This is an optimization exercise on Yosys and OpenROAD, whose aim is small area, a short achievable clock period and few clock cycles, not a production implementation.
Function was not checked in any run shown here: the RTL went through the layout flow alone.
No activity file was given, so power comes from the tool's default toggle rates.

==> flow/design.v (outline; a module is shown in full before it is edited, if it fits) <==
// module MatrixMultUnit: 238 lines
// module mmu_mac: 1759 lines
// module mmu_fa: 4 lines
// module mmu_bsel: 3 lines
// module mmu_han: 4 lines
module MatrixMultUnit(
  input  wire reset_n,
  input  wire clk,
  input  wire dut_valid,
  output wire dut_ready,
  output wire        dut__tb__sram_input_write_enable,
  output wire [15:0] dut__tb__sram_input_write_address,
  output wire [31:0] dut__tb__sram_input_write_data,
  output wire [15:0] dut__tb__sram_input_read_address,
  input  wire [31:0] tb__dut__sram_input_read_data,
  output wire        dut__tb__sram_weight_write_enable,
  output wire [15:0] dut__tb__sram_weight_write_address,
  output wire [31:0] dut__tb__sram_weight_write_data,
  output wire [15:0] dut__tb__sram_weight_read_address,
  input  wire [31:0] tb__dut__sram_weight_read_data,
  output wire        dut__tb__sram_result_write_enable,
  output wire [15:0] dut__tb__sram_result_write_address,
  output wire [31:0] dut__tb__sram_result_write_data,
  output wire [15:0] dut__tb__sram_result_read_address,
  input  wire [31:0] tb__dut__sram_result_read_data,
  output wire        dut__tb__sram_scratchpad_write_enable,
  output wire [15:0] dut__tb__sram_scratchpad_write_address,
  output wire [31:0] dut__tb__sram_scratchpad_write_data,
  output wire [15:0] dut__tb__sram_scratchpad_read_address,
  input  wire [31:0] tb__dut__sram_scratchpad_read_data
);
  // ...
==> flow/flow/run.sh <==
#!/bin/bash
# The standard layout (standard synthesis included), with timing repair
# aiming at 6.85 ns of setup slack instead of 0.
set -euo pipefail
bash standard.sh SETUP_SLACK_MARGIN=6.85 finish > standard_flow.log 2>&1
==> flow/standard.sh <==
#!/bin/bash
# synth_recipe.tcl (not shown) runs the flow's synth.tcl, then flattens the netlist and writes it again
# the make line also repeats each setting of config.mk as NAME=value (left out here)
make -C /OpenROAD-flow-scripts/flow DESIGN_CONFIG=/design/flow/config.mk WORK_HOME=/design/flow/orfs CLKGATE_MAP_FILE= SYNTH_SCRIPT=/design/flow/synth_recipe.tcl "${@:-finish}"
==> flow/config.mk <==
export PLATFORM = sky130hd
export DESIGN_NAME = MatrixMultUnit
export DESIGN_NICKNAME = MatrixMultUnit
export VERILOG_FILES = /design/flow/design.v
export SDC_FILE = /design/flow/constraint.sdc
export NUM_CORES = 4
export LEC_CHECK = 0
export ABC_AREA = 1
export ABC_CLOCK_PERIOD_IN_PS = 3000
export CAP_MARGIN = 20
export CORE_MARGIN = 2
export CORE_UTILIZATION = 65
export SLEW_MARGIN = 20
export SYNTH_HIERARCHICAL = 1
==> flow/constraint.sdc <==
create_clock -name core_clock -period 10.0 [get_ports {clk}]
set_input_delay 2.0000 -clock core_clock [delete_from_list [all_inputs] [get_ports {clk}]]
set_output_delay 2.0000 -clock core_clock [all_outputs]
set_load 0.01 [all_outputs]
==> metrics.yaml, run 1 <==
timing:
  fmax_mhz: 298
  fin_crit_ns: 3.35
routing:
  dr_wl_met3_um: 11600
  drt-met1-wl_um: 39600
synth:
  ys_top_cells_by_area: "nand2_1 23%, dfxtp_1 20%, fa_1 15%"
  ys_types: 51
  synthXorXnorAreaFrac_pct: 1.93
  synth-adder-area-share_pct: 19.0
  synth-compound-area-share_pct: 3.23
worst_setup_path:
  critPathBufInv: 3
  cp-start-kind: "flop"
  cp_cell_sequence: "nor2_4 -> buf_6 -> nor2_4 -> nand2_1 -> nand2_1 -> nand2_1 -> nand2_2 -> fa_1 -> fa_1 -> fa_2 -> inv_2 -> nand2_2 -> nand2_2 -> nand2_2 -> nand2_1 -> nand2_1 -> nand2_1 -> nand2_1 -> nand2_1 -> inv_1 -> nand2_1 -> nand2_1"
cells_and_area:
  nFlopsAndLatches: 417
  clk_share_pct: 4.40
  non_clock_buffer_count: 425
  sh_seq_area_pct: 23.7
  nonClkBufAreaFrac_pct: 8.97
  diodes: 0
  instances_no_fill: 5899
  fill_cells: 3884
  regArea_um2: 9350
  inv_count: 757
  syn_to_final_growth_pct: 17.6
  final_area_um2: 39400
global_routing:
  grt-busiest-layer: "met2"
  grt_usage_pct: 39.9
  use_met1_pct: 51.6
  grt_pass1_vias: 29900
power:
  irDropWorstVdd_mv: 0.315
  switching_share_pct: 49.3
hold_path:
  hold_path_class: "reg -> reg"
floorplanning:
  die_area_um2: 53400
clock_tree:
  cts_tree: "built"
outcome:
  status: "complete, no violations"
==> run 2, diff against run 1 <==
--- a/flow/config.mk
+++ b/flow/config.mk
@@ -7,3 +7,2 @@
 export LEC_CHECK = 0
-export ABC_AREA = 1
 export ABC_CLOCK_PERIOD_IN_PS = 3000
==> metrics.yaml, run 2 <==
outcome:
  status: "complete, no violations"  # unchanged
global_routing:
  grt_first_pass_wirelength_um: 143000  # was 165000 um
  grt_usage_pct: 38.0  # was 39.9%
  grt_overflow_total: 0  # unchanged
  grt_max_degree: 64  # unchanged
  antenna_found_initial: 2  # unchanged
  grt_pass1_vias: 24300  # was 29900
worst_setup_path:
  path_class: "reg -> reg"  # unchanged
  crit_fanout: 7  # was 5
  arrival_ns: 3.91  # was 3.87 ns
  cp-start-kind: "flop"  # unchanged
  crit_required_ns: 10.48  # was 10.52 ns
  end_kind: "flop"  # unchanged
floorplanning:
  num_rows: 79  # was 83
  core-area_um2: 46700  # was 51100 um2
  num_io_pins: 392  # unchanged
  start_util_pct: 66.0  # was 65.6%
  die_height_um: 222  # was 231 um
  die_area_um2: 49200  # was 53400 um2
  die_w_um: 222  # was 231 um
timing:
  finalSetupViolCount: 0  # unchanged
  fin_skew_ns: 0.0232  # was 0.0209 ns
  relSlewSlack_pct: 31.2  # about the same
  hold_violations: 0  # unchanged
  timing.final.crit_share_pct: 34.3  # was 33.5%
  fin_tns_setup_ns: 0  # unchanged
  rsz0062_at_grt: "true"  # unchanged
  slew_viol_final: 0  # unchanged
  fmax_mhz: 291  # was 298 MHz
  fin_crit_ns: 3.43  # was 3.35 ns
  tightest_slew_ns: 1.02  # was 1.03 ns
cells_and_area:
  instances_no_fill: 3862  # was 5899
  final_area_um2: 37100  # was 39400 um2
  final_nets: 3702  # was 5665
  syn_to_final_growth_pct: 20.4  # was 17.6%
  drive_gt1_share_pct: 31.7  # was 13.7%
  mostFrequentLayoutCell: "xor2_1"  # was nand2_1
  final_cell_mix: "303 x xor2_1, 272 x a22oi_2, 249 x dfxtp_1"  # was 1971 x nand2_1, 728 x inv_1, 419 x nand3_1
routing:
  totalWireLength_um: 93700  # was 108000 um
  firstDrtPassIters: 19  # was 7
  drt_iter0_markers: 2250  # was 3711
  drc_errors: 0  # unchanged
  routed-via-count: 23700  # was 32200
  routed_via_density: 6.13  # was 5.46
  detail-route-antenna-nets: 0  # unchanged
  avgRoutedWirePerCell_um: 24.3  # was 18.2 um
synth:
  synth.most_common_cell: "xor2_1"  # was nand2_1
  avgSynthCellArea_um2: 10.9  # was 6.98 um2
  yosys.area_share.simple_pct: 7.37  # was 32.7%
  ys_types: 88  # was 51
  synthCells: 2837  # was 4797
  ys_warn_count: 8  # unchanged
  synth-adder-area-share_pct: 20.6  # was 19.0%
  synth-compound-area-share_pct: 18.2  # was 3.23%
  async_reset_ff_share_pct: 2.16  # unchanged
  ys.flop_type: "dfxtp_1"  # unchanged
  ys_top_cells_by_count: "337 x xor2_1, 329 x dfxtp_1, 272 x a22oi_2"  # was 2009 x nand2_1, 745 x inv_1, 425 x nand3_1
  ys_seq_elements: 417  # unchanged
  ys_top_cells_by_area: "dfxtp_1 21%, fa_1 17%, a22oi_2 11%"  # was nand2_1 23%, dfxtp_1 20%, fa_1 15%
  synth_top_family_by_area: "adder cells"  # was simple AND/OR/NAND/NOR gates
  synth_top_area_share_pct: 21.4  # was 22.5%
  synth_top_area_cell: "dfxtp_1"  # was nand2_1
  synth.area.mux_share_pct: 3.48  # was 2.15%
  synthXorXnorAreaFrac_pct: 11.9  # was 1.93%
  synth_edf_count: 79  # unchanged
  synth-seq-area-share_pct: 29.8  # was 27.4%
  synth_area_um2: 30800  # was 33500 um2
clock_tree:
  numCtsBuffers: 44  # was 47
  clkSinkCount: 417  # unchanged
  cts_root_buf: "clkbuf_16"  # unchanged
  ctsHoldBuffers: 0  # unchanged
  cts_tree: "built"  # unchanged
  path_clk_slew_ns: 0.06  # about the same
  insertion_delay_ns: 0.60  # was 0.62 ns
  cts_buffer_depth: 3  # unchanged
  cts.htree.levels: 2  # unchanged
place:
  dp_cells: 3638  # was 5672
  place_congestion: 0.941  # was 0.930
  portBuffers: 265  # unchanged
  postPlaceCellArea_um2: 33800  # was 36300 um2
  hpwl_um: 63400  # was 74000 um
power:
  p_leak_nw: 15.3  # was 21.6 nW
  irDropWorstVdd_mv: 0.307  # was 0.315 mV
  p_per_area_nw_per_um2: 279  # was 423 nW/um2
job:
  cap_viol_max_count: 0  # unchanged
hold_path:
  hold_path_class: "reg -> reg"  # unchanged
## run 2: per-stage QoR
step / util (%) / hold slack (ns) / worst slack, ns / power [mW]
floorplan: - / 0.310 / 6.07 / 6.56
global placement: 72.5 / 0.319 / 5.93 / 7.96
detailed placement: 72.5 / 0.325 / 5.87 / 8.30
CTS: 78.4 / 0.334 / 6.59 / 10.2
global route: 79.5 / 0.345 / 6.44 / 11.0
finish: 79.5 / 0.332 / 6.57 / 10.3
## run 2: logic make-up after synthesis
logic type	count (synthesis)
multiplexers	98
XOR/XNOR	419
AND/OR/NAND/NOR	447
flip-flops	417
adder cells (fa/ha/maj)	353
buffers and inverters	500
AO/OA/AOI/OAI	601
other	2
## run 2: where the power goes
group | leakage [nW] | internal [mW] | switching [mW] | total, mW
sequential | 3.62 | 2.37 | 0.345 | 2.71
clock | 0.751 | 1.01 | 0.736 | 1.74
combinational | 10.9 | 2.66 | 3.23 | 5.89
total | 15.3 | 6.03 | 4.31 | 10.3
## run 2: cell type report
class	count	area (um2)
Sequential cell	417	9380
Timing Repair Buffer	452	4130
Clock inverter	23	225
Tap cell	607	759
Multi-Input combinational cell	2062	20400
Clock buffer	59	1310
Antenna cell	1	2.50
Fill cell	2821	9570
Inverter	241	922
## run 2: timing repair
action | in CTS | in global routing
setup buffers | 102 | 25
pin swaps | 31 | 41
endpoints found under the setup margin | 219 | 102
cloned | 14 | 0
gates resized for setup | 686 | 70
## run 2: path summary, 6_finish.rpt
kind / slack [ns] / cells after the start / from / to
max: 6.57 / 14 / op_b[5]$_DFF_P_ / u_mac.q31_3$_DFF_P_
min: 0.33 / 0 / first2$_DFF_P_ / first3$_DFF_P_
max reg2reg: 6.57 / 14 / op_b[5]$_DFF_P_ / u_mac.q31_3$_DFF_P_
min reg2reg: 0.33 / 0 / first2$_DFF_P_ / first3$_DFF_P_
max in group asynchronous: 7.82 / 1 / reset_n / state[2]$_DFFE_PN0P_
min in group asynchronous: 1.77 / 1 / reset_n / last1$_DFF_PN0_
## run 2: Yosys stat by module, one instance, submodules excluded
module | times used | area, um2
mmu_mac | 1 | 7420
mmu_han | 32 | 27.5
mmu_fa | 255 | 20.0
MatrixMultUnit | 1 | 11600
mmu_bsel | 272 | 21.3
## run 2: routing by layer
layer / global-route usage [%] / wire length, um / vias to the layer above
li1: - / - / 10200
met1: 50.3 / 36500 / 11700
met2: 59.5 / 43300 / 1473
met4: 18.0 / 4740 / 0
met5: 0 / 0 / -
met3: 8.48 / 9160 / 292
## run 2: critical path, stage by stage, from the launching register on
cell     delay [ns]
dfxtp_4        0.47
inv_4          0.07
nand3_4        0.08
o21ai_4        0.07
buf_12         0.14
a22oi_2        0.13
xor2_1         0.22
fa_1           0.48
fa_2           0.53
fa_2           0.38
xnor2_2        0.15
xnor2_1        0.14
xnor2_1        0.20
xnor2_1        0.17
xnor2_1        0.09

-- static timing again, ports no longer ideal --
How much do the figures lean on ideal ports? The routed layouts below were timed once more, with nothing changed but the port constraints.
Step 1: set_driving_cell puts a clkbuf_16 on clk and a buf_2 on each other input, an assumption about the parent block.
Step 2 also shifts input and output timing later by t, the mid clock arrival at the registers, as if the neighbouring blocks saw the same clock.
a / b / c = ideal / step 1 / step 2; a / b = the first two.
| run | t (ns) | setup WS [ns] | worst hold slack (ns) | clock arrival spread, ns |
|---|---|---|---|---|
| run 1 | 0.671 | 6.648 / 6.648 / 6.648 | 0.326 / 0.326 / 0.326 | 0.023 / 0.023 |
| run 2 | 0.649 | 6.565 / 6.565 / 6.565 | 0.332 / 0.332 / 0.332 | 0.024 / 0.024 |
After both steps every run listed still meets setup and hold.
